From an optimization exercise on the open Yosys and OpenROAD flow, aimed at small area and a short achievable clock period; shortcuts taken in it are not production practice. Function was checked by simulation only, so behaviour that the tests miss may differ from the original. Power figures rest on the tool's default switching activity, not on a simulated workload.

==> flow/design.v <==
module PID(
input clk, rst_n,
input pwr_up,
input logic [17:0] integrator_in,
output logic signed [17:0] integrator,
output logic [7:0] ss_tmr
);
logic [10:0] pre;
logic [10:0] pre_inc;
logic [7:0] ss_inc;
logic [11:0] pc;
logic [8:0] sc;
always_comb begin
  pc[0] = 1'b1;
  for (int k = 0; k < 11; k++) begin
    pre_inc[k] = pre[k] ^ pc[k];
    pc[k+1] = pc[k] & pre[k];
  end
  sc[0] = pc[11] & !(&ss_tmr);
  for (int k = 0; k < 8; k++) begin
    ss_inc[k] = ss_tmr[k] ^ sc[k];
    sc[k+1] = sc[k] & ss_tmr[k];
  end
end
always_ff @(posedge clk, negedge rst_n) begin
  if (!rst_n)
    integrator <= 18'h00000;
  else
    integrator <= integrator_in;
end
always_ff @(posedge clk, negedge rst_n) begin
  if (!rst_n) begin
    pre <= 11'h000;
    ss_tmr <= 8'h00;
  end else if (!pwr_up) begin
    pre <= 11'h000;
    ss_tmr <= 8'h00;
  end else begin
    pre <= pre_inc;
    ss_tmr <= ss_inc;
  end
end
endmodule
module SegwayMath(
input vld, pwr_up, rider_off,
input logic signed [15:0] ptch,
input logic signed [15:0] ptch_rt,
input logic [11:0] steer_pot,
input logic en_steer,
input logic signed [17:0] integrator,
input logic [7:0] ss_tmr,
output logic [17:0] integrator_in,
output logic signed [11:0] lft_spd,
output logic signed [11:0] rght_spd,
output logic too_fast
);
wire e_pos = !ptch[15] && |ptch[14:9];
wire e_neg = ptch[15] && !(&ptch[14:9]);
wire [9:0] e = e_pos ? 10'h1FF : e_neg ? 10'h200 : ptch[9:0];
wire [17:0] isum;
wire ov = (integrator[17] == e[9]) && (isum[17] != integrator[17]);
assign integrator_in = rider_off ? 18'h00000 : (vld && !ov) ? isum : integrator;
wire i_pos = !integrator[17] && |integrator[16:15];
wire i_neg = integrator[17] && !(&integrator[16:15]);
wire [14:0] I_term = i_pos ? 15'h3FFF : i_neg ? 15'h4000 : integrator[15:1];
wire [9:0] r = ptch_rt[15:6];
wire pot_hi = (&steer_pot[11:9]) && (|steer_pot[8:0]);
wire pot_lo = !(|steer_pot[11:9]);
wire [11:0] lim = pot_hi ? 12'hE00 : pot_lo ? 12'h200 : steer_pot;
wire [9:0] st3;
wire [9:0] st = en_steer ? st3 : 10'h000;
wire [15:0] PID_sum;
wire pos_sat = !PID_sum[15] && |PID_sum[14:11];
wire neg_sat = PID_sum[15] && !(&PID_sum[14:11]);
wire [11:0] X = pos_sat ? 12'h7FF : neg_sat ? 12'h800 : PID_sum[11:0];
wire [12:0] lt, rt;
wire [8:0] lap, lam, rap, ram;
wire l_hi, l_pos, l_sm, l_lo, l_fast, r_hi, r_pos, r_sm, r_lo, r_fast;
wire n1 = integrator[0] ^ e[0];
wire n2 = integrator[0] & e[0];
wire n3 = integrator[1] ^ e[1] ^ n2;
wire n4 = (integrator[1] & e[1]) | (integrator[1] & n2) | (e[1] & n2);
wire n5 = integrator[2] ^ e[2] ^ n4;
wire n6 = (integrator[2] & e[2]) | (integrator[2] & n4) | (e[2] & n4);
wire n7 = integrator[3] ^ e[3] ^ n6;
wire n8 = (integrator[3] & e[3]) | (integrator[3] & n6) | (e[3] & n6);
wire n9 = integrator[4] ^ e[4] ^ n8;
wire n10 = (integrator[4] & e[4]) | (integrator[4] & n8) | (e[4] & n8);
wire n11 = integrator[5] ^ e[5] ^ n10;
wire n12 = (integrator[5] & e[5]) | (integrator[5] & n10) | (e[5] & n10);
wire n13 = integrator[6] ^ e[6] ^ n12;
wire n14 = (integrator[6] & e[6]) | (integrator[6] & n12) | (e[6] & n12);
wire n15 = integrator[7] ^ e[7] ^ n14;
wire n16 = (integrator[7] & e[7]) | (integrator[7] & n14) | (e[7] & n14);
wire n17 = integrator[8] ^ e[8] ^ n16;
wire n18 = (integrator[8] & e[8]) | (integrator[8] & n16) | (e[8] & n16);
wire n19 = integrator[9] ^ e[9] ^ n18;
wire n20 = (integrator[9] & e[9]) | (integrator[9] & n18) | (e[9] & n18);
wire n21 = integrator[10] ^ e[9] ^ n20;
wire n22 = (integrator[10] & e[9]) | (integrator[10] & n20) | (e[9] & n20);
wire n23 = integrator[11] ^ e[9] ^ n22;
wire n24 = (integrator[11] & e[9]) | (integrator[11] & n22) | (e[9] & n22);
wire n25 = integrator[12] ^ e[9] ^ n24;
wire n26 = (integrator[12] & e[9]) | (integrator[12] & n24) | (e[9] & n24);
wire n27 = integrator[13] ^ e[9] ^ n26;
wire n28 = (integrator[13] & e[9]) | (integrator[13] & n26) | (e[9] & n26);
wire n29 = integrator[14] ^ e[9] ^ n28;
wire n30 = (integrator[14] & e[9]) | (integrator[14] & n28) | (e[9] & n28);
wire n31 = integrator[15] ^ e[9] ^ n30;
wire n32 = (integrator[15] & e[9]) | (integrator[15] & n30) | (e[9] & n30);
wire n33 = integrator[16] ^ e[9] ^ n32;
wire n34 = (integrator[16] & e[9]) | (integrator[16] & n32) | (e[9] & n32);
wire n35 = integrator[17] ^ e[9] ^ n34;
wire n36 = (integrator[17] & e[9]) | (integrator[17] & n34) | (e[9] & n34);
wire n37 = I_term[0] ^ e[0];
wire n38 = I_term[0] | e[0];
wire n39 = I_term[1] ^ e[1] ^ n38;
wire n40 = (I_term[1] & e[1]) | (I_term[1] & n38) | (e[1] & n38);
wire n41 = ~r[2];
wire n42 = I_term[2] ^ n41 ^ e[2];
wire n43 = (I_term[2] & n41) | (I_term[2] & e[2]) | (n41 & e[2]);
wire n44 = I_term[3] ^ e[3] ^ e[0];
wire n45 = (I_term[3] & e[3]) | (I_term[3] & e[0]) | (e[3] & e[0]);
wire n46 = ~r[3];
wire n47 = n46 ^ n43 ^ n44;
wire n48 = (n46 & n43) | (n46 & n44) | (n43 & n44);
wire n49 = I_term[4] ^ e[4] ^ e[1];
wire n50 = (I_term[4] & e[4]) | (I_term[4] & e[1]) | (e[4] & e[1]);
wire n51 = ~r[4];
wire n52 = n51 ^ n45 ^ n49;
wire n53 = (n51 & n45) | (n51 & n49) | (n45 & n49);
wire n54 = I_term[5] ^ e[5] ^ e[2];
wire n55 = (I_term[5] & e[5]) | (I_term[5] & e[2]) | (e[5] & e[2]);
wire n56 = ~r[5];
wire n57 = n56 ^ n50 ^ n54;
wire n58 = (n56 & n50) | (n56 & n54) | (n50 & n54);
wire n59 = I_term[6] ^ e[6] ^ e[3];
wire n60 = (I_term[6] & e[6]) | (I_term[6] & e[3]) | (e[6] & e[3]);
wire n61 = ~r[6];
wire n62 = n61 ^ n55 ^ n59;
wire n63 = (n61 & n55) | (n61 & n59) | (n55 & n59);
wire n64 = I_term[7] ^ e[7] ^ e[4];
wire n65 = (I_term[7] & e[7]) | (I_term[7] & e[4]) | (e[7] & e[4]);
wire n66 = ~r[7];
wire n67 = n66 ^ n60 ^ n64;
wire n68 = (n66 & n60) | (n66 & n64) | (n60 & n64);
wire n69 = I_term[8] ^ e[8] ^ e[5];
wire n70 = (I_term[8] & e[8]) | (I_term[8] & e[5]) | (e[8] & e[5]);
wire n71 = ~r[8];
wire n72 = n71 ^ n65 ^ n69;
wire n73 = (n71 & n65) | (n71 & n69) | (n65 & n69);
wire n74 = I_term[9] ^ r[9] ^ e[6];
wire n75 = (I_term[9] & r[9]) | (I_term[9] & e[6]) | (r[9] & e[6]);
wire n76 = ~e[9];
wire n77 = n76 ^ n70 ^ n74;
wire n78 = (n76 & n70) | (n76 & n74) | (n70 & n74);
wire n79 = I_term[10] ^ e[7];
wire n80 = I_term[10] | e[7];
wire n81 = ~n79;
wire n82 = n81 ^ n75 ^ n78;
wire n83 = (n81 & n75) | (n81 & n78) | (n75 & n78);
wire n84 = I_term[11] ^ e[8];
wire n85 = I_term[11] | e[8];
wire n86 = ~n84;
wire n87 = n80 ^ n86 ^ n83;
wire n88 = (n80 & n86) | (n80 & n83) | (n86 & n83);
wire n89 = ~e[9];
wire n90 = I_term[12] ^ n89 ^ n85;
wire n91 = (I_term[12] & n89) | (I_term[12] & n85) | (n89 & n85);
wire n92 = I_term[13] ^ n91;
wire n93 = I_term[13] | n91;
wire n94 = r[0] ^ n37;
wire n95 = ~r[0] & ~n37;
wire n96 = r[1] ^ n39;
wire n97 = ~r[1] & n39;
wire n98 = n40 ^ n42;
wire n99 = n40 & n42;
wire n100 = n48 ^ n52;
wire n101 = n48 & n52;
wire n102 = n53 ^ n57;
wire n103 = n53 & n57;
wire n104 = n58 ^ n62;
wire n105 = n58 & n62;
wire n106 = n63 ^ n67;
wire n107 = n63 & n67;
wire n108 = n68 ^ n72;
wire n109 = n68 & n72;
wire n110 = n73 ^ n77;
wire n111 = n73 & n77;
wire n112 = n88 ^ n90;
wire n113 = n88 & n90;
wire n114 = I_term[14] ^ n93;
wire n115 = ~I_term[14] & n93;
wire n116 = n98 & n97;
wire n117 = n99 | n116;
wire n118 = n98 & ~n96;
wire n119 = n100 & n47;
wire n120 = n104 & n103;
wire n121 = n105 | n120;
wire n122 = n104 & n102;
wire n123 = n108 & n107;
wire n124 = n109 | n123;
wire n125 = n108 & n106;
wire n126 = n82 & n111;
wire n127 = n82 & n110;
wire n128 = n112 & n87;
wire n129 = ~n114 & ~n92;
wire n130 = ~n96 & n95;
wire n131 = n97 | n130;
wire n132 = n118 & n95;
wire n133 = n117 | n132;
wire n134 = n102 & n101;
wire n135 = n103 | n134;
wire n136 = n102 & n119;
wire n137 = n122 & n101;
wire n138 = n121 | n137;
wire n139 = n122 & n119;
wire n140 = n110 & n124;
wire n141 = n111 | n140;
wire n142 = n110 & n125;
wire n143 = n127 & n124;
wire n144 = n126 | n143;
wire n145 = n127 & n125;
wire n146 = ~n92 & n113;
wire n147 = ~n92 & n128;
wire n148 = n129 & n113;
wire n149 = n115 | n148;
wire n150 = n129 & n128;
wire n151 = n47 & n133;
wire n152 = n119 & n133;
wire n153 = n101 | n152;
wire n154 = n136 & n133;
wire n155 = n135 | n154;
wire n156 = n139 & n133;
wire n157 = n138 | n156;
wire n158 = n87 & n144;
wire n159 = n87 & n145;
wire n160 = n128 & n144;
wire n161 = n113 | n160;
wire n162 = n128 & n145;
wire n163 = n147 & n144;
wire n164 = n146 | n163;
wire n165 = n147 & n145;
wire n166 = n150 & n144;
wire n167 = n149 | n166;
wire n168 = n150 & n145;
wire n169 = n106 & n157;
wire n170 = n107 | n169;
wire n171 = n125 & n157;
wire n172 = n124 | n171;
wire n173 = n142 & n157;
wire n174 = n141 | n173;
wire n175 = n145 & n157;
wire n176 = n144 | n175;
wire n177 = n159 & n157;
wire n178 = n158 | n177;
wire n179 = n162 & n157;
wire n180 = n161 | n179;
wire n181 = n165 & n157;
wire n182 = n164 | n181;
wire n183 = n168 & n157;
wire n184 = n167 | n183;
wire n185 = n96 ^ n95;
wire n186 = n98 ^ n131;
wire n187 = n47 ^ n133;
wire n188 = n100 ^ n151;
wire n189 = n102 ^ n153;
wire n190 = n104 ^ n155;
wire n191 = n106 ^ n157;
wire n192 = n108 ^ n170;
wire n193 = n110 ^ n172;
wire n194 = n82 ^ n174;
wire n195 = n87 ^ n176;
wire n196 = n112 ^ n178;
wire n197 = n92 ^ n180;
wire n198 = n114 ^ n182;
wire n199 = ~(ss_tmr[0] & X[0]);
wire n200 = ~(ss_tmr[0] & X[1]);
wire n201 = ~(ss_tmr[0] & X[2]);
wire n202 = ~(ss_tmr[0] & X[3]);
wire n203 = ~(ss_tmr[0] & X[4]);
wire n204 = ~(ss_tmr[0] & X[5]);
wire n205 = ~(ss_tmr[0] & X[6]);
wire n206 = ~(ss_tmr[0] & X[7]);
wire n207 = ~(ss_tmr[0] & X[8]);
wire n208 = ~(ss_tmr[0] & X[9]);
wire n209 = ~(ss_tmr[0] & X[10]);
wire n210 = ~(ss_tmr[0] & X[11]);
wire n211 = ~(ss_tmr[1] & X[0]);
wire n212 = ~(ss_tmr[1] & X[1]);
wire n213 = ~(ss_tmr[1] & X[2]);
wire n214 = ~(ss_tmr[1] & X[3]);
wire n215 = ~(ss_tmr[1] & X[4]);
wire n216 = ~(ss_tmr[1] & X[5]);
wire n217 = ~(ss_tmr[1] & X[6]);
wire n218 = ~(ss_tmr[1] & X[7]);
wire n219 = ~(ss_tmr[1] & X[8]);
wire n220 = ~(ss_tmr[1] & X[9]);
wire n221 = ~(ss_tmr[1] & X[10]);
wire n222 = ~(ss_tmr[1] & X[11]);
wire n223 = ~(ss_tmr[2] & X[0]);
wire n224 = ~(ss_tmr[2] & X[1]);
wire n225 = ~(ss_tmr[2] & X[2]);
wire n226 = ~(ss_tmr[2] & X[3]);
wire n227 = ~(ss_tmr[2] & X[4]);
wire n228 = ~(ss_tmr[2] & X[5]);
wire n229 = ~(ss_tmr[2] & X[6]);
wire n230 = ~(ss_tmr[2] & X[7]);
wire n231 = ~(ss_tmr[2] & X[8]);
wire n232 = ~(ss_tmr[2] & X[9]);
wire n233 = ~(ss_tmr[2] & X[10]);
wire n234 = ~(ss_tmr[2] & X[11]);
wire n235 = ~(ss_tmr[3] & X[0]);
wire n236 = ~(ss_tmr[3] & X[1]);
wire n237 = ~(ss_tmr[3] & X[2]);
wire n238 = ~(ss_tmr[3] & X[3]);
wire n239 = ~(ss_tmr[3] & X[4]);
wire n240 = ~(ss_tmr[3] & X[5]);
wire n241 = ~(ss_tmr[3] & X[6]);
wire n242 = ~(ss_tmr[3] & X[7]);
wire n243 = ~(ss_tmr[3] & X[8]);
wire n244 = ~(ss_tmr[3] & X[9]);
wire n245 = ~(ss_tmr[3] & X[10]);
wire n246 = ~(ss_tmr[3] & X[11]);
wire n247 = ~(ss_tmr[4] & X[0]);
wire n248 = ~(ss_tmr[4] & X[1]);
wire n249 = ~(ss_tmr[4] & X[2]);
wire n250 = ~(ss_tmr[4] & X[3]);
wire n251 = ~(ss_tmr[4] & X[4]);
wire n252 = ~(ss_tmr[4] & X[5]);
wire n253 = ~(ss_tmr[4] & X[6]);
wire n254 = ~(ss_tmr[4] & X[7]);
wire n255 = ~(ss_tmr[4] & X[8]);
wire n256 = ~(ss_tmr[4] & X[9]);
wire n257 = ~(ss_tmr[4] & X[10]);
wire n258 = ~(ss_tmr[4] & X[11]);
wire n259 = ~(ss_tmr[5] & X[0]);
wire n260 = ~(ss_tmr[5] & X[1]);
wire n261 = ~(ss_tmr[5] & X[2]);
wire n262 = ~(ss_tmr[5] & X[3]);
wire n263 = ~(ss_tmr[5] & X[4]);
wire n264 = ~(ss_tmr[5] & X[5]);
wire n265 = ~(ss_tmr[5] & X[6]);
wire n266 = ~(ss_tmr[5] & X[7]);
wire n267 = ~(ss_tmr[5] & X[8]);
wire n268 = ~(ss_tmr[5] & X[9]);
wire n269 = ~(ss_tmr[5] & X[10]);
wire n270 = ~(ss_tmr[5] & X[11]);
wire n271 = ~(ss_tmr[6] & X[0]);
wire n272 = ~(ss_tmr[6] & X[1]);
wire n273 = ~(ss_tmr[6] & X[2]);
wire n274 = ~(ss_tmr[6] & X[3]);
wire n275 = ~(ss_tmr[6] & X[4]);
wire n276 = ~(ss_tmr[6] & X[5]);
wire n277 = ~(ss_tmr[6] & X[6]);
wire n278 = ~(ss_tmr[6] & X[7]);
wire n279 = ~(ss_tmr[6] & X[8]);
wire n280 = ~(ss_tmr[6] & X[9]);
wire n281 = ~(ss_tmr[6] & X[10]);
wire n282 = ~(ss_tmr[6] & X[11]);
wire n283 = ~(ss_tmr[7] & X[0]);
wire n284 = ~(ss_tmr[7] & X[1]);
wire n285 = ~(ss_tmr[7] & X[2]);
wire n286 = ~(ss_tmr[7] & X[3]);
wire n287 = ~(ss_tmr[7] & X[4]);
wire n288 = ~(ss_tmr[7] & X[5]);
wire n289 = ~(ss_tmr[7] & X[6]);
wire n290 = ~(ss_tmr[7] & X[7]);
wire n291 = ~(ss_tmr[7] & X[8]);
wire n292 = ~(ss_tmr[7] & X[9]);
wire n293 = ~(ss_tmr[7] & X[10]);
wire n294 = ~(ss_tmr[7] & X[11]);
wire n295 = n201 ^ n212 ^ n223;
wire n296 = (n201 & n212) | (n201 & n223) | (n212 & n223);
wire n297 = n202 ^ n213 ^ n224;
wire n298 = (n202 & n213) | (n202 & n224) | (n213 & n224);
wire n299 = n235 ^ n296 ^ n297;
wire n300 = (n235 & n296) | (n235 & n297) | (n296 & n297);
wire n301 = n203 ^ n214 ^ n225;
wire n302 = (n203 & n214) | (n203 & n225) | (n214 & n225);
wire n303 = n236 ^ n247 ^ n298;
wire n304 = (n236 & n247) | (n236 & n298) | (n247 & n298);
wire n305 = n301 ^ n300 ^ n303;
wire n306 = (n301 & n300) | (n301 & n303) | (n300 & n303);
wire n307 = n204 ^ n215 ^ n226;
wire n308 = (n204 & n215) | (n204 & n226) | (n215 & n226);
wire n309 = n237 ^ n248 ^ n259;
wire n310 = (n237 & n248) | (n237 & n259) | (n248 & n259);
wire n311 = n302 ^ n307 ^ n309;
wire n312 = (n302 & n307) | (n302 & n309) | (n307 & n309);
wire n313 = n304 ^ n311 ^ n306;
wire n314 = (n304 & n311) | (n304 & n306) | (n311 & n306);
wire n315 = n205 ^ n216 ^ n227;
wire n316 = (n205 & n216) | (n205 & n227) | (n216 & n227);
wire n317 = n238 ^ n249 ^ n260;
wire n318 = (n238 & n249) | (n238 & n260) | (n249 & n260);
wire n319 = n271 ^ n308 ^ n310;
wire n320 = (n271 & n308) | (n271 & n310) | (n308 & n310);
wire n321 = n315 ^ n317 ^ n312;
wire n322 = (n315 & n317) | (n315 & n312) | (n317 & n312);
wire n323 = n319 ^ n321 ^ n314;
wire n324 = (n319 & n321) | (n319 & n314) | (n321 & n314);
wire n325 = n206 ^ n217 ^ n228;
wire n326 = (n206 & n217) | (n206 & n228) | (n217 & n228);
wire n327 = n239 ^ n250 ^ n261;
wire n328 = (n239 & n250) | (n239 & n261) | (n250 & n261);
wire n329 = n272 ^ n283 ^ n316;
wire n330 = (n272 & n283) | (n272 & n316) | (n283 & n316);
wire n331 = n318 ^ n325 ^ n327;
wire n332 = (n318 & n325) | (n318 & n327) | (n325 & n327);
wire n333 = n320 ^ n329 ^ n331;
wire n334 = (n320 & n329) | (n320 & n331) | (n329 & n331);
wire n335 = n322 ^ n333 ^ n324;
wire n336 = (n322 & n333) | (n322 & n324) | (n333 & n324);
wire n337 = n200 ^ n211;
wire n338 = ~n200 & ~n211;
wire n339 = ~n295 & n338;
wire n340 = ~n295 & n337;
wire n341 = ~n305 & ~n299;
wire n342 = ~n323 & ~n313;
wire n343 = n342 & n341;
wire n344 = n343 & n339;
wire n345 = ~n335 & n344;
wire n346 = n207 ^ n218 ^ n229;
wire n347 = (n207 & n218) | (n207 & n229) | (n218 & n229);
wire n348 = n240 ^ n251 ^ n262;
wire n349 = (n240 & n251) | (n240 & n262) | (n251 & n262);
wire n350 = n273 ^ n284 ^ n326;
wire n351 = (n273 & n284) | (n273 & n326) | (n284 & n326);
wire n352 = n328 ^ n346 ^ n348;
wire n353 = (n328 & n346) | (n328 & n348) | (n346 & n348);
wire n354 = n330 ^ n332 ^ n350;
wire n355 = (n330 & n332) | (n330 & n350) | (n332 & n350);
wire n356 = n352 ^ n334 ^ n354;
wire n357 = (n352 & n334) | (n352 & n354) | (n334 & n354);
wire n358 = n208 ^ n219 ^ n230;
wire n359 = (n208 & n219) | (n208 & n230) | (n219 & n230);
wire n360 = n241 ^ n252 ^ n263;
wire n361 = (n241 & n252) | (n241 & n263) | (n252 & n263);
wire n362 = n274 ^ n285 ^ n347;
wire n363 = (n274 & n285) | (n274 & n347) | (n285 & n347);
wire n364 = n349 ^ n358 ^ n360;
wire n365 = (n349 & n358) | (n349 & n360) | (n358 & n360);
wire n366 = n351 ^ n353 ^ n362;
wire n367 = (n351 & n353) | (n351 & n362) | (n353 & n362);
wire n368 = n364 ^ n355 ^ n366;
wire n369 = (n364 & n355) | (n364 & n366) | (n355 & n366);
wire n370 = n209 ^ n220 ^ n231;
wire n371 = (n209 & n220) | (n209 & n231) | (n220 & n231);
wire n372 = n242 ^ n253 ^ n264;
wire n373 = (n242 & n253) | (n242 & n264) | (n253 & n264);
wire n374 = n275 ^ n286 ^ n359;
wire n375 = (n275 & n286) | (n275 & n359) | (n286 & n359);
wire n376 = n361 ^ n370 ^ n372;
wire n377 = (n361 & n370) | (n361 & n372) | (n370 & n372);
wire n378 = n363 ^ n365 ^ n374;
wire n379 = (n363 & n365) | (n363 & n374) | (n365 & n374);
wire n380 = n376 ^ n367 ^ n378;
wire n381 = (n376 & n367) | (n376 & n378) | (n367 & n378);
wire n382 = n210 ^ n221;
wire n383 = n210 | ~n221;
wire n384 = n232 ^ n243 ^ n254;
wire n385 = (n232 & n243) | (n232 & n254) | (n243 & n254);
wire n386 = n265 ^ n276 ^ n287;
wire n387 = (n265 & n276) | (n265 & n287) | (n276 & n287);
wire n388 = ~n382;
wire n389 = n388 ^ n371 ^ n373;
wire n390 = (n388 & n371) | (n388 & n373) | (n371 & n373);
wire n391 = n384 ^ n386 ^ n375;
wire n392 = (n384 & n386) | (n384 & n375) | (n386 & n375);
wire n393 = n377 ^ n389 ^ n379;
wire n394 = (n377 & n389) | (n377 & n379) | (n389 & n379);
wire n395 = n391 ^ n381 ^ n393;
wire n396 = (n391 & n381) | (n391 & n393) | (n381 & n393);
wire n397 = ~n222;
wire n398 = n397 ^ n233 ^ n244;
wire n399 = (n397 & n233) | (n397 & n244) | (n233 & n244);
wire n400 = n255 ^ n266 ^ n277;
wire n401 = (n255 & n266) | (n255 & n277) | (n266 & n277);
wire n402 = n288 ^ n385 ^ n387;
wire n403 = (n288 & n385) | (n288 & n387) | (n385 & n387);
wire n404 = ~n383;
wire n405 = n404 ^ n400 ^ n398;
wire n406 = (n404 & n400) | (n404 & n398) | (n400 & n398);
wire n407 = n390 ^ n402 ^ n405;
wire n408 = (n390 & n402) | (n390 & n405) | (n402 & n405);
wire n409 = n392 ^ n407 ^ n394;
wire n410 = (n392 & n407) | (n392 & n394) | (n407 & n394);
wire n411 = ~n234;
wire n412 = n411 ^ n245 ^ n256;
wire n413 = (n411 & n245) | (n411 & n256) | (n245 & n256);
wire n414 = n267 ^ n278 ^ n289;
wire n415 = (n267 & n278) | (n267 & n289) | (n278 & n289);
wire n416 = n401 ^ n414 ^ n399;
wire n417 = (n401 & n414) | (n401 & n399) | (n414 & n399);
wire n418 = n412 ^ n403 ^ n406;
wire n419 = (n412 & n403) | (n412 & n406) | (n403 & n406);
wire n420 = n416 ^ n408 ^ n418;
wire n421 = (n416 & n408) | (n416 & n418) | (n408 & n418);
wire n422 = ~n246;
wire n423 = n422 ^ n257 ^ n268;
wire n424 = (n422 & n257) | (n422 & n268) | (n257 & n268);
wire n425 = n279 ^ n290 ^ n415;
wire n426 = (n279 & n290) | (n279 & n415) | (n290 & n415);
wire n427 = n413 ^ n423 ^ n425;
wire n428 = (n413 & n423) | (n413 & n425) | (n423 & n425);
wire n429 = n417 ^ n427 ^ n419;
wire n430 = (n417 & n427) | (n417 & n419) | (n427 & n419);
wire n431 = ~n258;
wire n432 = n431 ^ n269 ^ n280;
wire n433 = (n431 & n269) | (n431 & n280) | (n269 & n280);
wire n434 = n291 ^ n424 ^ n432;
wire n435 = (n291 & n424) | (n291 & n432) | (n424 & n432);
wire n436 = n426 ^ n434 ^ n428;
wire n437 = (n426 & n434) | (n426 & n428) | (n434 & n428);
wire n438 = ~n270;
wire n439 = n438 ^ n281 ^ n292;
wire n440 = (n438 & n281) | (n438 & n292) | (n281 & n292);
wire n441 = n433 ^ n439 ^ n435;
wire n442 = (n433 & n439) | (n433 & n435) | (n439 & n435);
wire n443 = ~n282;
wire n444 = n443 ^ n293 ^ n440;
wire n445 = (n443 & n293) | (n443 & n440) | (n293 & n440);
wire n446 = lim[1] & lim[0];
wire n447 = lim[2] & n446;
wire n448 = lim[3] & n447;
wire n449 = lim[4] & n448;
wire n450 = lim[5] & n449;
wire n451 = lim[6] & n450;
wire n452 = lim[7] & n451;
wire n453 = lim[8] & n452;
wire n454 = lim[9] & n453;
wire n455 = lim[10] & n454;
wire n456 = lim[11] & n455;
wire n457 = lim[1] ^ lim[0];
wire n458 = lim[2] ^ n446;
wire n459 = lim[3] ^ n447;
wire n460 = lim[4] ^ n448;
wire n461 = lim[5] ^ n449;
wire n462 = lim[6] ^ n450;
wire n463 = lim[7] ^ n451;
wire n464 = lim[8] ^ n452;
wire n465 = lim[9] ^ n453;
wire n466 = lim[10] ^ n454;
wire n467 = lim[11] ^ n455;
wire n468 = n459 ^ n460;
wire n469 = n459 & n460;
wire n470 = n460 ^ n461;
wire n471 = n460 & n461;
wire n472 = n461 ^ n462;
wire n473 = n461 & n462;
wire n474 = n462 ^ n463;
wire n475 = n462 & n463;
wire n476 = n463 ^ n464;
wire n477 = n463 & n464;
wire n478 = n464 ^ n465;
wire n479 = n464 & n465;
wire n480 = n465 ^ n466;
wire n481 = n465 & n466;
wire n482 = n466 ^ n467;
wire n483 = n466 & ~n467;
wire n484 = n467 ^ n467;
wire n485 = ~n467 & ~n467;
wire n486 = n467 ^ n467;
wire n487 = ~n467 & ~n467;
wire n488 = n470 & n469;
wire n489 = n471 | n488;
wire n490 = n472 & n489;
wire n491 = n473 | n490;
wire n492 = n474 & n491;
wire n493 = n475 | n492;
wire n494 = n476 & n493;
wire n495 = n477 | n494;
wire n496 = n478 & n495;
wire n497 = n479 | n496;
wire n498 = n480 & n497;
wire n499 = n481 | n498;
wire n500 = ~n482 & n499;
wire n501 = n483 | n500;
wire n502 = n484 & n501;
wire n503 = n485 | n502;
wire n504 = n486 & n503;
wire n505 = n487 | n504;
wire n506 = n470 ^ n469;
wire n507 = n472 ^ n489;
wire n508 = n474 ^ n491;
wire n509 = n476 ^ n493;
wire n510 = n478 ^ n495;
wire n511 = n480 ^ n497;
wire n512 = n482 ^ n499;
wire n513 = n484 ^ n501;
wire n514 = n486 ^ n503;
wire n515 = ~st[0];
wire n516 = n515 ^ n356 ^ n336;
wire n517 = (n515 & n356) | (n515 & n336) | (n356 & n336);
wire n518 = ~st[1];
wire n519 = n518 ^ n357 ^ n368;
wire n520 = (n518 & n357) | (n518 & n368) | (n357 & n368);
wire n521 = ~st[2];
wire n522 = n521 ^ n369 ^ n380;
wire n523 = (n521 & n369) | (n521 & n380) | (n369 & n380);
wire n524 = ~st[3];
wire n525 = n524 ^ n395 ^ n523;
wire n526 = (n524 & n395) | (n524 & n523) | (n395 & n523);
wire n527 = ~st[4];
wire n528 = n527 ^ n396 ^ n409;
wire n529 = (n527 & n396) | (n527 & n409) | (n396 & n409);
wire n530 = ~st[5];
wire n531 = n530 ^ n420 ^ n410;
wire n532 = (n530 & n420) | (n530 & n410) | (n420 & n410);
wire n533 = ~st[6];
wire n534 = n533 ^ n421 ^ n429;
wire n535 = (n533 & n421) | (n533 & n429) | (n421 & n429);
wire n536 = ~st[7];
wire n537 = n536 ^ n436 ^ n430;
wire n538 = (n536 & n436) | (n536 & n430) | (n436 & n430);
wire n539 = ~st[8];
wire n540 = n539 ^ n441 ^ n437;
wire n541 = (n539 & n441) | (n539 & n437) | (n441 & n437);
wire n542 = st[9] ^ n444;
wire n543 = ~st[9] | ~n444;
wire n544 = n542 ^ n442 ^ n541;
wire n545 = (n542 & n442) | (n542 & n541) | (n442 & n541);
wire n546 = n294 ^ n543;
wire n547 = n294 | n543;
wire n548 = n445 ^ n546 ^ n545;
wire n549 = (n445 & n546) | (n445 & n545) | (n546 & n545);
wire n550 = n345 ^ n516;
wire n551 = n345 & ~n516;
wire n552 = n517 ^ n519;
wire n553 = ~n517 & ~n519;
wire n554 = n520 ^ n522;
wire n555 = ~n520 & ~n522;
wire n556 = n526 ^ n528;
wire n557 = ~n526 & ~n528;
wire n558 = n529 ^ n531;
wire n559 = ~n529 & ~n531;
wire n560 = n532 ^ n534;
wire n561 = ~n532 & ~n534;
wire n562 = n535 ^ n537;
wire n563 = ~n535 & ~n537;
wire n564 = n538 ^ n540;
wire n565 = ~n538 & ~n540;
wire n566 = n547 ^ n549;
wire n567 = n547 & ~n549;
wire n568 = n552 & n551;
wire n569 = n553 | n568;
wire n570 = n554 & n569;
wire n571 = n555 | n570;
wire n572 = ~n525 & n571;
wire n573 = n556 & n572;
wire n574 = n557 | n573;
wire n575 = n558 & n574;
wire n576 = n559 | n575;
wire n577 = n560 & n576;
wire n578 = n561 | n577;
wire n579 = n562 & n578;
wire n580 = n563 | n579;
wire n581 = n564 & n580;
wire n582 = n565 | n581;
wire n583 = ~n544 & n582;
wire n584 = ~n548 & n583;
wire n585 = ~n566 & n584;
wire n586 = n567 | n585;
wire n587 = n552 ^ n551;
wire n588 = n554 ^ n569;
wire n589 = n525 ^ n571;
wire n590 = n556 ^ n572;
wire n591 = n558 ^ n574;
wire n592 = n560 ^ n576;
wire n593 = n562 ^ n578;
wire n594 = n564 ^ n580;
wire n595 = n544 ^ n582;
wire n596 = n548 ^ n583;
wire n597 = n566 ^ n584;
wire n598 = lt[4] & lt[3];
wire n599 = ~lt[5] & n598;
wire n600 = lt[5] | n599;
wire n601 = lt[6] & n600;
wire n602 = ~lt[7] & n601;
wire n603 = lt[7] | n602;
wire n604 = lt[8] & n603;
wire n605 = lt[9] & n604;
wire n606 = lt[10] & n605;
wire n607 = lt[11] & n606;
wire n608 = lt[4] ^ lt[3];
wire n609 = lt[5] ^ n598;
wire n610 = lt[6] ^ n600;
wire n611 = lt[7] ^ n601;
wire n612 = lt[8] ^ n603;
wire n613 = lt[9] ^ n604;
wire n614 = lt[10] ^ n605;
wire n615 = lt[11] ^ n606;
wire n616 = ~lt[4] & lt[3];
wire n617 = lt[4] | n616;
wire n618 = lt[5] & n617;
wire n619 = ~lt[6] & n618;
wire n620 = lt[6] | n619;
wire n621 = lt[7] & n620;
wire n622 = ~lt[8] & n621;
wire n623 = lt[8] | n622;
wire n624 = ~lt[9] & n623;
wire n625 = lt[9] | n624;
wire n626 = ~lt[10] & n625;
wire n627 = lt[10] | n626;
wire n628 = ~lt[11] & n627;
wire n629 = lt[11] | n628;
wire n630 = lt[4] ^ lt[3];
wire n631 = lt[5] ^ n617;
wire n632 = lt[6] ^ n618;
wire n633 = lt[7] ^ n620;
wire n634 = lt[8] ^ n621;
wire n635 = lt[9] ^ n623;
wire n636 = lt[10] ^ n625;
wire n637 = lt[11] ^ n627;
wire n638 = (lt[9] & (lt[8] & (lt[7] | (lt[6] & (lt[5] | (lt[4] & lt[3]))))));
wire n639 = (lt[6] | (lt[5] & (lt[4] | (lt[3] & (lt[2] | (lt[1] & lt[0]))))));
wire n640 = (lt[7] & (lt[6] & (lt[5] | (lt[4] & (lt[3] | (lt[2] & lt[1]))))));
wire n641 = (lt[9] | (lt[8] | (lt[7] & (lt[6] | (lt[5] & (lt[4] | lt[3]))))));
wire n642 = (lt[6] & (lt[5] | (lt[4] & (lt[3] & (lt[2] | (lt[1] | lt[0]))))));
wire n643 = st[0] ^ n356;
wire n644 = ~st[0] | ~n356;
wire n645 = ~n345;
wire n646 = n643 ^ n336 ^ n645;
wire n647 = (n643 & n336) | (n643 & n645) | (n336 & n645);
wire n648 = st[1] ^ n357 ^ n368;
wire n649 = (st[1] & n357) | (st[1] & n368) | (n357 & n368);
wire n650 = ~n644;
wire n651 = n650 ^ n648 ^ n647;
wire n652 = (n650 & n648) | (n650 & n647) | (n648 & n647);
wire n653 = st[2] ^ n369 ^ n380;
wire n654 = (st[2] & n369) | (st[2] & n380) | (n369 & n380);
wire n655 = n649 ^ n653 ^ n652;
wire n656 = (n649 & n653) | (n649 & n652) | (n653 & n652);
wire n657 = st[3] ^ n395 ^ n654;
wire n658 = (st[3] & n395) | (st[3] & n654) | (n395 & n654);
wire n659 = st[4] ^ n396 ^ n409;
wire n660 = (st[4] & n396) | (st[4] & n409) | (n396 & n409);
wire n661 = st[5] ^ n420 ^ n410;
wire n662 = (st[5] & n420) | (st[5] & n410) | (n420 & n410);
wire n663 = st[6] ^ n421 ^ n429;
wire n664 = (st[6] & n421) | (st[6] & n429) | (n421 & n429);
wire n665 = st[7] ^ n436 ^ n430;
wire n666 = (st[7] & n436) | (st[7] & n430) | (n436 & n430);
wire n667 = st[8] ^ n441 ^ n437;
wire n668 = (st[8] & n441) | (st[8] & n437) | (n441 & n437);
wire n669 = st[9] ^ n444;
wire n670 = st[9] | ~n444;
wire n671 = ~n669;
wire n672 = n671 ^ n442 ^ n668;
wire n673 = (n671 & n442) | (n671 & n668) | (n442 & n668);
wire n674 = n294 ^ n670;
wire n675 = n294 | n670;
wire n676 = n445 ^ n674 ^ n673;
wire n677 = (n445 & n674) | (n445 & n673) | (n674 & n673);
wire n678 = n656 ^ n657;
wire n679 = ~n656 & ~n657;
wire n680 = n658 ^ n659;
wire n681 = ~n658 & ~n659;
wire n682 = n660 ^ n661;
wire n683 = ~n660 & ~n661;
wire n684 = n662 ^ n663;
wire n685 = ~n662 & ~n663;
wire n686 = n664 ^ n665;
wire n687 = ~n664 & ~n665;
wire n688 = n666 ^ n667;
wire n689 = ~n666 & ~n667;
wire n690 = n675 ^ n677;
wire n691 = n675 & ~n677;
wire n692 = n680 & n679;
wire n693 = n681 | n692;
wire n694 = n682 & n693;
wire n695 = n683 | n694;
wire n696 = n684 & n695;
wire n697 = n685 | n696;
wire n698 = n686 & n697;
wire n699 = n687 | n698;
wire n700 = n688 & n699;
wire n701 = n689 | n700;
wire n702 = ~n672 & n701;
wire n703 = ~n676 & n702;
wire n704 = ~n690 & n703;
wire n705 = n691 | n704;
wire n706 = n680 ^ n679;
wire n707 = n682 ^ n693;
wire n708 = n684 ^ n695;
wire n709 = n686 ^ n697;
wire n710 = n688 ^ n699;
wire n711 = n672 ^ n701;
wire n712 = n676 ^ n702;
wire n713 = n690 ^ n703;
wire n714 = rt[4] & rt[3];
wire n715 = ~rt[5] & n714;
wire n716 = rt[5] | n715;
wire n717 = rt[6] & n716;
wire n718 = ~rt[7] & n717;
wire n719 = rt[7] | n718;
wire n720 = rt[8] & n719;
wire n721 = rt[9] & n720;
wire n722 = rt[10] & n721;
wire n723 = rt[11] & n722;
wire n724 = rt[4] ^ rt[3];
wire n725 = rt[5] ^ n714;
wire n726 = rt[6] ^ n716;
wire n727 = rt[7] ^ n717;
wire n728 = rt[8] ^ n719;
wire n729 = rt[9] ^ n720;
wire n730 = rt[10] ^ n721;
wire n731 = rt[11] ^ n722;
wire n732 = ~rt[4] & rt[3];
wire n733 = rt[4] | n732;
wire n734 = rt[5] & n733;
wire n735 = ~rt[6] & n734;
wire n736 = rt[6] | n735;
wire n737 = rt[7] & n736;
wire n738 = ~rt[8] & n737;
wire n739 = rt[8] | n738;
wire n740 = ~rt[9] & n739;
wire n741 = rt[9] | n740;
wire n742 = ~rt[10] & n741;
wire n743 = rt[10] | n742;
wire n744 = ~rt[11] & n743;
wire n745 = rt[11] | n744;
wire n746 = rt[4] ^ rt[3];
wire n747 = rt[5] ^ n733;
wire n748 = rt[6] ^ n734;
wire n749 = rt[7] ^ n736;
wire n750 = rt[8] ^ n737;
wire n751 = rt[9] ^ n739;
wire n752 = rt[10] ^ n741;
wire n753 = rt[11] ^ n743;
wire n754 = (rt[9] & (rt[8] & (rt[7] | (rt[6] & (rt[5] | (rt[4] & rt[3]))))));
wire n755 = (rt[6] | (rt[5] & (rt[4] | (rt[3] & (rt[2] | (rt[1] & rt[0]))))));
wire n756 = (rt[7] & (rt[6] & (rt[5] | (rt[4] & (rt[3] | (rt[2] & rt[1]))))));
wire n757 = (rt[9] | (rt[8] | (rt[7] & (rt[6] | (rt[5] & (rt[4] | rt[3]))))));
wire n758 = (rt[6] & (rt[5] | (rt[4] & (rt[3] & (rt[2] | (rt[1] | rt[0]))))));
assign isum[0] = n1;
assign isum[1] = n3;
assign isum[2] = n5;
assign isum[3] = n7;
assign isum[4] = n9;
assign isum[5] = n11;
assign isum[6] = n13;
assign isum[7] = n15;
assign isum[8] = n17;
assign isum[9] = n19;
assign isum[10] = n21;
assign isum[11] = n23;
assign isum[12] = n25;
assign isum[13] = n27;
assign isum[14] = n29;
assign isum[15] = n31;
assign isum[16] = n33;
assign isum[17] = n35;
assign PID_sum[0] = n94;
assign PID_sum[1] = ~n185;
assign PID_sum[2] = n186;
assign PID_sum[3] = n187;
assign PID_sum[4] = n188;
assign PID_sum[5] = n189;
assign PID_sum[6] = n190;
assign PID_sum[7] = n191;
assign PID_sum[8] = n192;
assign PID_sum[9] = n193;
assign PID_sum[10] = n194;
assign PID_sum[11] = n195;
assign PID_sum[12] = n196;
assign PID_sum[13] = ~n197;
assign PID_sum[14] = ~n198;
assign PID_sum[15] = ~n184;
assign st3[0] = n468;
assign st3[1] = n506;
assign st3[2] = n507;
assign st3[3] = n508;
assign st3[4] = n509;
assign st3[5] = n510;
assign st3[6] = n511;
assign st3[7] = ~n512;
assign st3[8] = n513;
assign st3[9] = n514;
assign lt[0] = ~n550;
assign lt[1] = n587;
assign lt[2] = n588;
assign lt[3] = ~n589;
assign lt[4] = n590;
assign lt[5] = n591;
assign lt[6] = n592;
assign lt[7] = n593;
assign lt[8] = n594;
assign lt[9] = ~n595;
assign lt[10] = ~n596;
assign lt[11] = ~n597;
assign lt[12] = ~n586;
assign lap[0] = ~lt[3];
assign lam[0] = ~lt[3];
assign lap[1] = n608;
assign lam[1] = ~n630;
assign lap[2] = ~n609;
assign lam[2] = n631;
assign lap[3] = n610;
assign lam[3] = ~n632;
assign lap[4] = ~n611;
assign lam[4] = n633;
assign lap[5] = n612;
assign lam[5] = ~n634;
assign lap[6] = n613;
assign lam[6] = ~n635;
assign lap[7] = n614;
assign lam[7] = ~n636;
assign lap[8] = n615;
assign lam[8] = ~n637;
assign l_hi = (lt[11] | (lt[10] & n638));
assign l_pos = (lt[11] | (lt[10] | (lt[9] | (lt[8] | (lt[7] | n639)))));
assign l_sm = (lt[11] & (lt[10] & (lt[9] & (lt[8] & n640))));
assign l_lo = (lt[11] & (lt[10] | n641));
assign l_fast = (lt[11] | (lt[10] & (lt[9] | (lt[8] & (lt[7] | n642)))));
assign rt[0] = ~n646;
assign rt[1] = ~n651;
assign rt[2] = ~n655;
assign rt[3] = n678;
assign rt[4] = n706;
assign rt[5] = n707;
assign rt[6] = n708;
assign rt[7] = n709;
assign rt[8] = n710;
assign rt[9] = ~n711;
assign rt[10] = ~n712;
assign rt[11] = ~n713;
assign rt[12] = ~n705;
assign rap[0] = ~rt[3];
assign ram[0] = ~rt[3];
assign rap[1] = n724;
assign ram[1] = ~n746;
assign rap[2] = ~n725;
assign ram[2] = n747;
assign rap[3] = n726;
assign ram[3] = ~n748;
assign rap[4] = ~n727;
assign ram[4] = n749;
assign rap[5] = n728;
assign ram[5] = ~n750;
assign rap[6] = n729;
assign ram[6] = ~n751;
assign rap[7] = n730;
assign ram[7] = ~n752;
assign rap[8] = n731;
assign ram[8] = ~n753;
assign r_hi = (rt[11] | (rt[10] & n754));
assign r_pos = (rt[11] | (rt[10] | (rt[9] | (rt[8] | (rt[7] | n755)))));
assign r_sm = (rt[11] & (rt[10] & (rt[9] & (rt[8] & n756))));
assign r_lo = (rt[11] & (rt[10] | n757));
assign r_fast = (rt[11] | (rt[10] & (rt[9] | (rt[8] & (rt[7] | n758)))));
wire [11:0] l_y = !lt[12] ? (l_hi ? 12'h7FF : l_pos ? {lap, lt[2:0]} : {lt[9:0], 2'b00})
                          : (l_sm ? {lt[9:0], 2'b00} : l_lo ? {lam, lt[2:0]} : 12'h800);
wire [11:0] r_y = !rt[12] ? (r_hi ? 12'h7FF : r_pos ? {rap, rt[2:0]} : {rt[9:0], 2'b00})
                          : (r_sm ? {rt[9:0], 2'b00} : r_lo ? {ram, rt[2:0]} : 12'h800);
assign lft_spd = pwr_up ? l_y : 12'h000;
assign rght_spd = pwr_up ? r_y : 12'h000;
assign too_fast = pwr_up && ((!lt[12] && l_fast) || (!rt[12] && r_fast));
endmodule
module balance_cntrl
# (parameter fast_sim=1)
(
input clk, rst_n,
input vld, pwr_up, rider_off,
input logic signed [15:0] ptch,
input logic signed [15:0] ptch_rt,
input logic [11:0] steer_pot,
input logic en_steer,
output logic signed [11:0] lft_spd,
output logic signed [11:0] rght_spd,
output logic too_fast
);
logic signed [17:0] integrator;
logic [17:0] integrator_in;
logic [7:0] ss_tmr;
PID PID_balance (.clk(clk), .rst_n(rst_n), .pwr_up(pwr_up), .integrator_in(integrator_in),
                 .integrator(integrator), .ss_tmr(ss_tmr));
SegwayMath SegwayMath_balance (.vld(vld), .pwr_up(pwr_up), .rider_off(rider_off), .ptch(ptch),
                 .ptch_rt(ptch_rt), .steer_pot(steer_pot), .en_steer(en_steer),
                 .integrator(integrator), .ss_tmr(ss_tmr), .integrator_in(integrator_in),
                 .lft_spd(lft_spd), .rght_spd(rght_spd), .too_fast(too_fast));
endmodule
==> flow/run.sh <==
#!/bin/bash
# synth_recipe.tcl (not shown) runs the flow's synth.tcl, then flattens the netlist and writes it again
# the make line also repeats each setting of config.mk as NAME=value (left out here)
make -C /OpenROAD-flow-scripts/flow DESIGN_CONFIG=/design/flow/config.mk WORK_HOME=/design/flow/orfs CLKGATE_MAP_FILE= SYNTH_SCRIPT=/design/flow/synth_recipe.tcl finish
==> flow/config.mk <==
export PLATFORM = sky130hd
export DESIGN_NAME = balance_cntrl
export DESIGN_NICKNAME = balance_cntrl
export VERILOG_FILES = /design/flow/design.v
export SDC_FILE = /design/flow/constraint.sdc
export NUM_CORES = 4
export LEC_CHECK = 0
export ABC_AREA = 1
export CAP_MARGIN = 20
export CORE_MARGIN = 2
export CORE_UTILIZATION = 40
export SLEW_MARGIN = 20
==> flow/constraint.sdc <==
create_clock -name core_clock -period 35.0 [get_ports {clk}]
set_input_delay 7.0000 -clock core_clock [delete_from_list [all_inputs] [get_ports {clk}]]
set_output_delay 7.0000 -clock core_clock [all_outputs]
set_load 0.01 [all_outputs]
==> run notes, run 1 <==
Max Cap Viol 0; root buffer cell clkbuf_16; RePlAce Congestion 0.878; Syn. warnings 1; drc violations 0; Sink Count 37; initial core utilization 0.404; Setup Crit Path Kind input port to output port; metal1 wirelength 8320 um; CP max stage cell clkdlybuf4s50_1; combinational share of power 0.843; Synth top cells by count 272 x inv_1, 171 x nand2_1, 144 x fa_1, 84 x ha_1, 70 x nor2_1; initial DRC count 303; critical path's largest stage delay 720 ps; storage element area 926 um2; Net Sw Frac 0.595; Req. time, crit path 28000 ps; period utilization 0.797; Pre-Repair DR Iteration Count 5; Final Setup Violations 0; largest net degree at the start of global routing 43; Rel. slew slack 0.420; fillers 2150; Routed Antenna Nets 0; worst hold-check path type flop to flop; H-Tree Depth 2; io pins 75; sw power 0.379 mW; clock power share 0.076; chip width 149 um; Clock Path Buffers 2; die area 22300 um2; pwr dens 66.9 nW/um2; Crit Path Max Fanout 13; Clk Latency, worst-skew pair 280 ps; top-area cell type share of the netlist area 0.342; top post-synthesis cells by area fa_1 34%, ha_1 12%, inv_1 12%; Tot GR Track Use 0.179; Post-CTS Hold Buffers 0; Main synth FF type dfrtp_1; Crit path max-delay family adder cells; vias in the first global route 6851; Via-to-Cell Ratio 4.88; Leakage Power 4.72 nW; status timing/DRC/antenna clean; post-synthesis sequential element count 37; via count 6785; Post-Syn Instances 1061; final worst slack 7090 ps; most frequent CP cell fa_1; Worst Setup End Kind output port; die height 149 um; WP data arrival 20910 ps; Synth Cell Area 8430 um2; Layout Nets 1393; Reg power frac 0.081; Final Hold Violating Endpoints 0; cell row count 53; Seq/Total Area, Yosys 0.110; post-CTS resize count 0; fraction of registers with async set/reset 1.00; CTS Buf Count 5; Core Footprint 20900 um2; clk slew on worst S/H paths 60 ps; Highest Signal Layer met4; minimum clock period after layout 27910 ps; count leader, synth inv_1; Final Skew 9.30 ps; Setup Buffers After CTS 0; maximum VDD drop 44.8 uV; Final TNS setup 0 ps; total wire length 18500 um; multi-input logic area 6370 um2; initial antenna violation count 0; grt ovf 0; Yosys top cell by area fa_1; WL/cell 13.3 um; Mean Syn Cell Area 7.95 um2; CTS tree built; net count after synthesis 1339; number of flops mapped to enable cells by yosys 0; setup slack after placement 7070 ps; count of unique library cells instantiated by Yosys 39; Detail Route met2 WL 9180 um; Min Hold Slack 441 ps; Max Clk Rate 35.8 MHz; Worst Path Buf+Inv 16; RSZ-0062 raised after global routing no; Tightest Pin Transition 870 ps; layout cells sized above 1 0.0376; Setup crit start kind input port; DR WL met3 701 um; PortBufs 68; cell-internal power 0.258 mW; Post-DP HPWL 15600 um; number of diodes 0; area delta synth->final 12.9%; first-pass GRT wire length 32300 um; max-slew violations 0
[registers in the layout (all words and copies together) (netlist names)]
name / count
PID_balance.integrator: 18
PID_balance.ss_tmr: 8
PID_balance.pre: 11
[final timing paths]
check | end | slack, ps | startpoint | cells after the start
max in group asynchronous | PID_balance.ss_tmr[0] | 27620 | rst_n | 1
max reg2reg | PID_balance.integrator[8] | 27310 | PID_balance.integrator[0] | 30
min reg2reg | PID_balance.pre[0] | 440 | PID_balance.pre[0] | 1
max | rght_spd[6] | 7090 | ptch[15] | 59
min in group asynchronous | PID_balance.integrator[17] | 6830 | rst_n | 1
min | PID_balance.pre[0] | 440 | PID_balance.pre[0] | 1
[layer usage]
| layer | vias up | GRT usage |
|---|---|---|
| met3 | 20 | 0.0122 |
| met2 | 159 | 0.326 |
| met4 | 0 | 0.0424 |
| met5 | - | 0 |
| li1 | 3361 | - |
| met1 | 3245 | 0.233 |
[logic make-up after synthesis]
| family | Yosys count | share of synthesized area |
|---|---|---|
| AO/OA/AOI/OAI | 151 | 0.102 |
| adder cells (fa/ha/maj) | 228 | 0.466 |
| buffers and inverters | 296 | 0.134 |
| AND/OR/NAND/NOR | 336 | 0.174 |
| flip-flops | 37 | 0.110 |
| XOR/XNOR | 13 | 0.0135 |
[final cells by class]
| class | count | share of cell area |
|---|---|---|
| well taps | 275 | 0.0361 |
| inverters | 273 | 0.108 |
| clock inverters | 1 | 0.000920 |
| multi-input cells | 728 | 0.670 |
| repair buffers | 70 | 0.0725 |
| clock buffers | 7 | 0.0160 |
| flip-flops and latches | 37 | 0.0972 |
[cells in the final DEF, fill, tap and decap left out, types with 4 or more instances in the layout]
master and instances:
a211oi_1 8, a21oi_1 65, a31oi_1 5, clkbuf_16 5, clkdlybuf4s50_1 67, dfrtp_1 37
fa_1 144, ha_1 84, inv_1 272, nand2_1 171, nand2_2 17, nand3_1 35
nand4_1 7, nor2_1 70, nor3_1 13, nor3b_1 5, nor4_1 4, o211ai_1 5
o21ai_0 44, o221ai_1 4, o22ai_1 11, or2_2 8, xnor2_1 5, xor2_1 8
[power by group through the flow]
| stage | Sequential, mW | Combinational (mW) | Clock, mW |
|---|---|---|---|
| floorplan | 0.0516 | 0.416 | 0 |
| global placement | 0.0523 | 0.531 | 0 |
| detailed placement | 0.0527 | 0.534 | 0 |
| CTS | 0.0519 | 0.538 | 0.0505 |
| global route | 0.0524 | 0.615 | 0.0522 |
| finish | 0.0517 | 0.537 | 0.0484 |
[through the flow]
stage                     cell area [um2]  power (mW)   util  std cells
after detailed placement             9360       0.587  0.448       1383
after CTS                            9520       0.640  0.456       1391
after global routing                 9520       0.719  0.456       1391
final                                9520       0.637  0.456       1391
after floorplan                      8430       0.468      -       1061
after global placement               9360       0.584  0.448       1383
==> inputs of run 2 (changes only) <==
==> flow/flow/run.sh (new file) <==
#!/bin/bash
# Layout flow: the standard synthesis, then an inverter clean-up around the
# full-adder cells (polarity.py) and a re-map of the remaining gates
# (remap.tcl, ABC area script), then the standard layout steps.
set -euo pipefail
MARGIN=8
R=orfs/results/sky130hd/balance_cntrl/base
bash standard.sh synth > 1_standard_synth.log 2>&1
cp $R/1_2_yosys.v std_1_2_yosys.v
python3 flow/polarity.py std_1_2_yosys.v pol.v > 2_polarity.log 2>&1
export REMAP_IN=pol.v REMAP_OUT=remap.v
export REMAP_LIB=$FLOW_HOME/platforms/sky130hd/lib/sky130_fd_sc_hd__tt_025C_1v80.lib
export REMAP_ABC_SCRIPT=$FLOW_HOME/scripts/abc_area.script
export REMAP_DONT_USE="$(sed -n '/DONT_USE_CELLS += /,/^$/p' $FLOW_HOME/platforms/sky130hd/config.mk | grep -o 'sky130_fd_sc_hd__[a-z0-9_]*' | tr '\n' ' ')"
yosys -c flow/remap.tcl > 3_remap.log 2>&1
cp remap.v $R/1_2_yosys.v
rm -f $R/1_synth.odb $R/1_synth.sdc
if [ "$MARGIN" = "none" ]; then
  bash standard.sh finish > 4_standard_finish.log 2>&1
else
  bash standard.sh SETUP_SLACK_MARGIN=$MARGIN finish > 4_standard_finish.log 2>&1
fi
==> flow/flow/polarity.py (new file) <==
#!/usr/bin/env python3
"""Inverter clean-up around full adders in a flat sky130 gate netlist.

A full adder is self-dual: FA(~a, ~b, ~c) = (~sum, ~cout).  Each fa cell may
therefore run in inverted polarity.  This pass picks a polarity per fa cell
that needs the fewest inverters, removes the design's free inverters and adds
back one inverter per net whose complement some pin still needs.
Usage: polarity.py in.v out.v"""
import re, sys, collections

src = open(sys.argv[1]).read()
INV = re.compile(r'sky130_fd_sc_hd__(inv|clkinv)_\d+$')
FA = re.compile(r'sky130_fd_sc_hd__fa_\d+$')
OUTP = {'X', 'Y', 'Q', 'Q_N', 'SUM', 'COUT', 'HI', 'LO'}

m = re.search(r'\bmodule\s+(\w+)\s*\((.*?)\);(.*)\bendmodule', src, re.S)
top, portlist, body = m.group(1), m.group(2), m.group(3)
stmts = [s.strip() for s in body.split(';')]
cells = []      # [typ, name, {pin: net}]
other = []      # non-cell statements, kept verbatim
cre = re.compile(r'^(sky130_fd_sc_hd__\w+)\s+(\S+)\s*\((.*)\)$', re.S)
for s in stmts:
    if not s:
        continue
    mm = cre.match(s)
    if mm:
        pins = {p: n.strip() for p, n in re.findall(r'\.(\w+)\(([^()]*)\)', mm.group(3))}
        cells.append([mm.group(1), mm.group(2), pins])
    else:
        other.append(s)

# nets used by non-cell statements (assigns, ports) stay fixed
fixed_nets = set()
for s in other:
    if s.startswith('assign'):
        for tok in re.findall(r'\\\S+|[A-Za-z_][\w$]*(?:\[\d+\])?', s[len('assign'):]):
            fixed_nets.add(tok)
ports = set()
for s in other:
    mm = re.match(r'^(input|output|inout)\s*(\[(\d+):(\d+)\])?\s*(.*)$', s, re.S)
    if mm:
        names = [x.strip() for x in mm.group(5).split(',')]
        for n in names:
            if mm.group(2):
                a, b = int(mm.group(3)), int(mm.group(4))
                for i in range(min(a, b), max(a, b) + 1):
                    ports.add('%s[%d]' % (n, i))
            ports.add(n)
fixed_nets |= ports

driver = {}
for c in cells:
    for p, n in c[2].items():
        if p in OUTP:
            driver[n] = c

def is_free_inv(c):
    return INV.match(c[0]) and c[2]['Y'] not in fixed_nets

def root(n):
    par = 0
    seen = 0
    while n in driver and is_free_inv(driver[n]) and seen < 100:
        n = driver[n][2]['A']
        par ^= 1
        seen += 1
    return n, par

fas = [c for c in cells if FA.match(c[0])]
fa_idx = {c[1]: i for i, c in enumerate(fas)}
out_of = {}    # net -> fa index (physical driver)
for i, c in enumerate(fas):
    out_of[c[2]['SUM']] = i
    out_of[c[2]['COUT']] = i

# consumers: (cell, pin, root, parity, fa_index or None)
cons = []
for c in cells:
    if is_free_inv(c):
        continue
    for p, n in c[2].items():
        if p in OUTP:
            continue
        r, k = root(n)
        cons.append((c, p, r, k, fa_idx.get(c[1]) if FA.match(c[0]) else None))

f = [0] * len(fas)
def need(ci):
    c, p, r, k, w = cons[ci]
    ph = f[out_of[r]] if r in out_of else 0
    return k ^ ph ^ (f[w] if w is not None else 0)

by_root = collections.defaultdict(list)
for i, cc in enumerate(cons):
    by_root[cc[2]].append(i)
touch = collections.defaultdict(set)
for i, cc in enumerate(cons):
    if cc[4] is not None:
        touch[cc[4]].add(cc[2])
for i, c in enumerate(fas):
    touch[i].add(c[2]['SUM'])
    touch[i].add(c[2]['COUT'])

def cost_root(r):
    return 1 if any(need(i) for i in by_root[r]) else 0

def total():
    return sum(cost_root(r) for r in by_root)

before = total()
improved = True
it = 0
while improved and it < 50:
    improved = False
    it += 1
    for i in range(len(fas)):
        rs = touch[i]
        c0 = sum(cost_root(r) for r in rs)
        f[i] ^= 1
        c1 = sum(cost_root(r) for r in rs)
        if c1 < c0:
            improved = True
        else:
            f[i] ^= 1
after = total()

# rebuild
new_cells = [c for c in cells if not is_free_inv(c)]
old_inv = len(cells) - len(new_cells)
inv_net = {}
extra = []
wires = []
k = 0
for i, cc in enumerate(cons):
    c, p, r, par, w = cc
    if need(i):
        if r not in inv_net:
            k += 1
            nn = 'polinv_%d' % k
            inv_net[r] = nn
            wires.append(nn)
            extra.append(['sky130_fd_sc_hd__inv_1', 'polinv_cell_%d' % k, {'A': r, 'Y': nn}])
        c[2][p] = inv_net[r]
    else:
        c[2][p] = r

def emit(c):
    pins = ',\n'.join('    .%s(%s)' % (p, n + (' ' if n.startswith('\\') else '')) for p, n in c[2].items())
    return '  %s %s (\n%s\n  );' % (c[0], c[1], pins)

out = ['module %s(%s);' % (top, portlist)]
for s in other:
    out.append('  ' + s + ' ;')
for w_ in wires:
    out.append('  wire %s;' % w_)
for c in new_cells + extra:
    out.append(emit(c))
out.append('endmodule')
head = src[:m.start()]
open(sys.argv[2], 'w').write(head + '\n'.join(out) + '\n')
sys.stderr.write('polarity: %d fa cells, %d flipped, inverters %d -> %d (cost %d -> %d)\n'
                 % (len(fas), sum(f), old_inv, len(extra), before, after))
==> flow/flow/remap.tcl (new file) <==
# Re-map the random logic around the kept adder cells and flip-flops.
# env: REMAP_IN, REMAP_OUT, REMAP_LIB, REMAP_ABC_SCRIPT, REMAP_DONT_USE
yosys -import
set L $::env(REMAP_LIB)
read_liberty -ignore_miss_func -ignore_buses $L
read_verilog -defer $::env(REMAP_IN)
hierarchy -top balance_cntrl
foreach c {fa_1 fa_2 fa_4 dfrtp_1 dfrtp_2 dfrtp_4 dfxtp_1 conb_1} {
  catch { blackbox sky130_fd_sc_hd__$c }
}
flatten
opt_clean -purge
techmap
opt -fast
set dont_use {}
foreach c $::env(REMAP_DONT_USE) { lappend dont_use -dont_use $c }
abc -script $::env(REMAP_ABC_SCRIPT) -liberty $L {*}$dont_use
opt_clean -purge

stat -liberty $L
write_verilog -noattr -noexpr -nohex -nodec -selected $::env(REMAP_OUT)
==> flow/standard.sh (new file) <==
#!/bin/bash
# synth_recipe.tcl (not shown) runs the flow's synth.tcl, then flattens the netlist and writes it again
# the make line also repeats each setting of config.mk as NAME=value (left out here)
make -C /OpenROAD-flow-scripts/flow DESIGN_CONFIG=/design/flow/config.mk WORK_HOME=/design/flow/orfs CLKGATE_MAP_FILE= SYNTH_SCRIPT=/design/flow/synth_recipe.tcl "${@:-finish}"
removed: flow/run.sh
==> run 2 against run 1 <==
Net effect: still clean; power fell by 9.1%; core utilization rose by 3.4 points; first-iteration DRC count rose by 36%; area after synthesis fell by 8.0%; clock power fell by 4%; worst setup slack improved by 1600 ps; global-route usage rose by 2.4 points; non-clock buffer count rose by 23; critical endpoint is now lft_spd[8].
==> run notes, run 2 <==
hold depth 1; WL/cell 14.1 um; chip width 143 um; root buffer cell clkbuf_16; Post-DP HPWL 16100 um; most frequent cells in the layout 204 x nand2_1, 188 x inv_1, 132 x fa_1, 114 x nor2_1, 59 x a21oi_1; Clock Path Buffers 2; drc violations 0; Highest Signal Layer met4; Sink Count 37; most common cell after layout, fill and taps aside nand2_1; Syn. warnings 1; Final Hold Violating Endpoints 0; Rel. slew slack 0.348; Synth Cell Area 7760 um2; vias in the first global route 6980; Detail Route met2 WL 8790 um; Crit Path Max Fanout 5; area delta synth->final 19.1%; io pins 75; clock power share 0.080; clk slew on worst S/H paths 60 ps; maximum VDD drop 40.6 uV; initial core utilization 0.411; biggest regs PID_balance.integrator: 18 flops, PID_balance.pre: 11 flops, PID_balance.ss_tmr: 8 flops; setup slack after placement 6340 ps; Core Footprint 18900 um2; Top reg by flops PID_balance.integrator; final instance area 9250 um2; Final TNS setup 0 ps; Setup crit start kind input port; DR WL met3 1110 um; die area 20500 um2; Clk Latency, worst-skew pair 290 ps; Tot Pwr 0.579 mW; largest net degree at the start of global routing 38; Req. time, crit path 28000 ps; worst hold-check path type flop to flop; pwr dens 62.6 nW/um2; Max Cap Viol 0; minimum clock period after layout 26320 ps; Leakage Power 3.96 nW; metal1 wirelength 9390 um; CTS tree built; total wire length 19400 um; Layout Nets 1312; WP data arrival 19320 ps; critical path's largest stage delay 570 ps; Tot GR Track Use 0.203; RSZ-0062 raised after global routing yes; Setup Crit Path Kind input port to output port; Critical Path Stages 57; Via-to-Cell Ratio 4.97; Post-CTS Hold Buffers 0; post-layout util 0.489; cell-internal power 0.253 mW; Placed Area 8720 um2; Final Skew 7.55 ps; grt ovf 0; Worst Path Buf+Inv 9; Reg power frac 0.090; Crit path max-delay family adder cells; net count after synthesis 1219; Post-Syn Instances 1025; via count 6851; Tightest Pin Transition 968 ps; sw power 0.326 mW; PortBufs 68; Routed Antenna Nets 0; Mean Syn Cell Area 7.57 um2; final worst slack 8680 ps; worst reg-to-reg path cell count 28; period utilization 0.752; first-pass GRT wire length 33400 um; initial antenna violation count 0; cell row count 50; max FFs per register 18; H-Tree Depth 2; number of diodes 0; CP max stage cell clkdlybuf4s50_1; CTS Buf Count 5; combinational share of power 0.830; Max Clk Rate 38.0 MHz; Pre-Repair DR Iteration Count 7; max-slew violations 0; Net Sw Frac 0.564; most frequent CP cell fa_1; initial DRC count 413; RePlAce Congestion 0.914; layout cells sized above 1 0.122; Final Setup Violations 0; die height 143 um; Worst Setup End Kind output port; status timing/DRC/antenna clean
[run 2: layout make-up]
type / instances / area (um2)
flip-flops and latches: 37 / 926
clock inverters: 3 / 21.3
repair buffers: 93 / 876
inverters: 199 / 758
well taps: 260 / 325
clock buffers: 5 / 125
fillers: 1943 / 9650
multi-input cells: 782 / 6210
[run 2: per-layer routing]
layer,global-route usage,vias up
met3,0.0280,11
li1,-,3389
met1,0.303,3284
met4,0.0361,0
met2,0.320,167
met5,0,-
[run 2: worst register-to-register path, delay by kind of cell (launching register included)]
family	cells	cell delay, ps
compound gates	5	730
flops	1	360
fa+ha+maj	14	5280
buf+inv	3	230
simple gates	6	1140
[run 2: timing repair]
item,CTS,global route
resized for setup,22,52
pin swaps,4,17
buffers inserted,11,13
gates cloned,0,0
setup endpoints to repair,24,23
[run 2: worst paths after layout]
path | startpoint | end | slack [ps]
worst max-delay path | ptch[11] | lft_spd[8] | 8680
worst min-delay path | PID_balance.pre[6] | PID_balance.pre[6] | 460
worst max register to register | PID_balance.integrator[0] | PID_balance.integrator[5] | 27210
worst min register to register | PID_balance.pre[6] | PID_balance.pre[6] | 460
max in group asynchronous | rst_n | PID_balance.ss_tmr[0] | 27620
min in group asynchronous | rst_n | PID_balance.integrator[15] | 6830
[run 2: stage by stage]
stage	cells	hold WS, ps
2_1_floorplan	1025	433
3_3_place_gp	1347	445
3_5_place_dp	1347	452
4_1_cts	1366	460
5_1_grt	1379	484
6_report	1379	457
[run 2: power groups by stage]
stage | clock (mW) | combinational [mW] | sequential [mW]
floorplan | 0 | 0.336 | 0.0517
global placement | 0 | 0.427 | 0.0524
detailed placement | 0 | 0.430 | 0.0526
CTS | 0.0475 | 0.450 | 0.0519
global route | 0.0490 | 0.544 | 0.0526
finish | 0.0464 | 0.481 | 0.0518

[port drivers added, routing unchanged]
No port has a modelled driver above. Below, the same layouts with a new extraction and two added sets of constraints. Step 1 sets driving cells, clkbuf_16 on the clock port and buf_2 on the other inputs (assumed; they add their load-dependent delay and slew). Step 2 also shifts input and output timing later by t, the mid clock arrival at the registers, as if the neighbouring blocks saw the same clock. Slacks: no drivers / after step 1 / after step 2; pairs: no drivers / after step 1.
run | t, ns | setup slack, ns | worst hold slack (ns) | latest minus earliest clock arrival (ns) | pins driven straight from the clock port
run 1 | 0.314 | 7.089 / 7.066 / 7.066 | 0.441 / 0.441 / 0.441 | 0.010 / 0.011 | 1
run 2 | 0.328 | 8.675 / 8.649 / 8.649 | 0.457 / 0.457 / 0.457 | 0.009 / 0.009 | 1
After both steps every run listed still meets setup and hold. The setup slack of run 2, which loses most, moves by -0.026 ns with the drivers and by -0.026 ns with both steps.
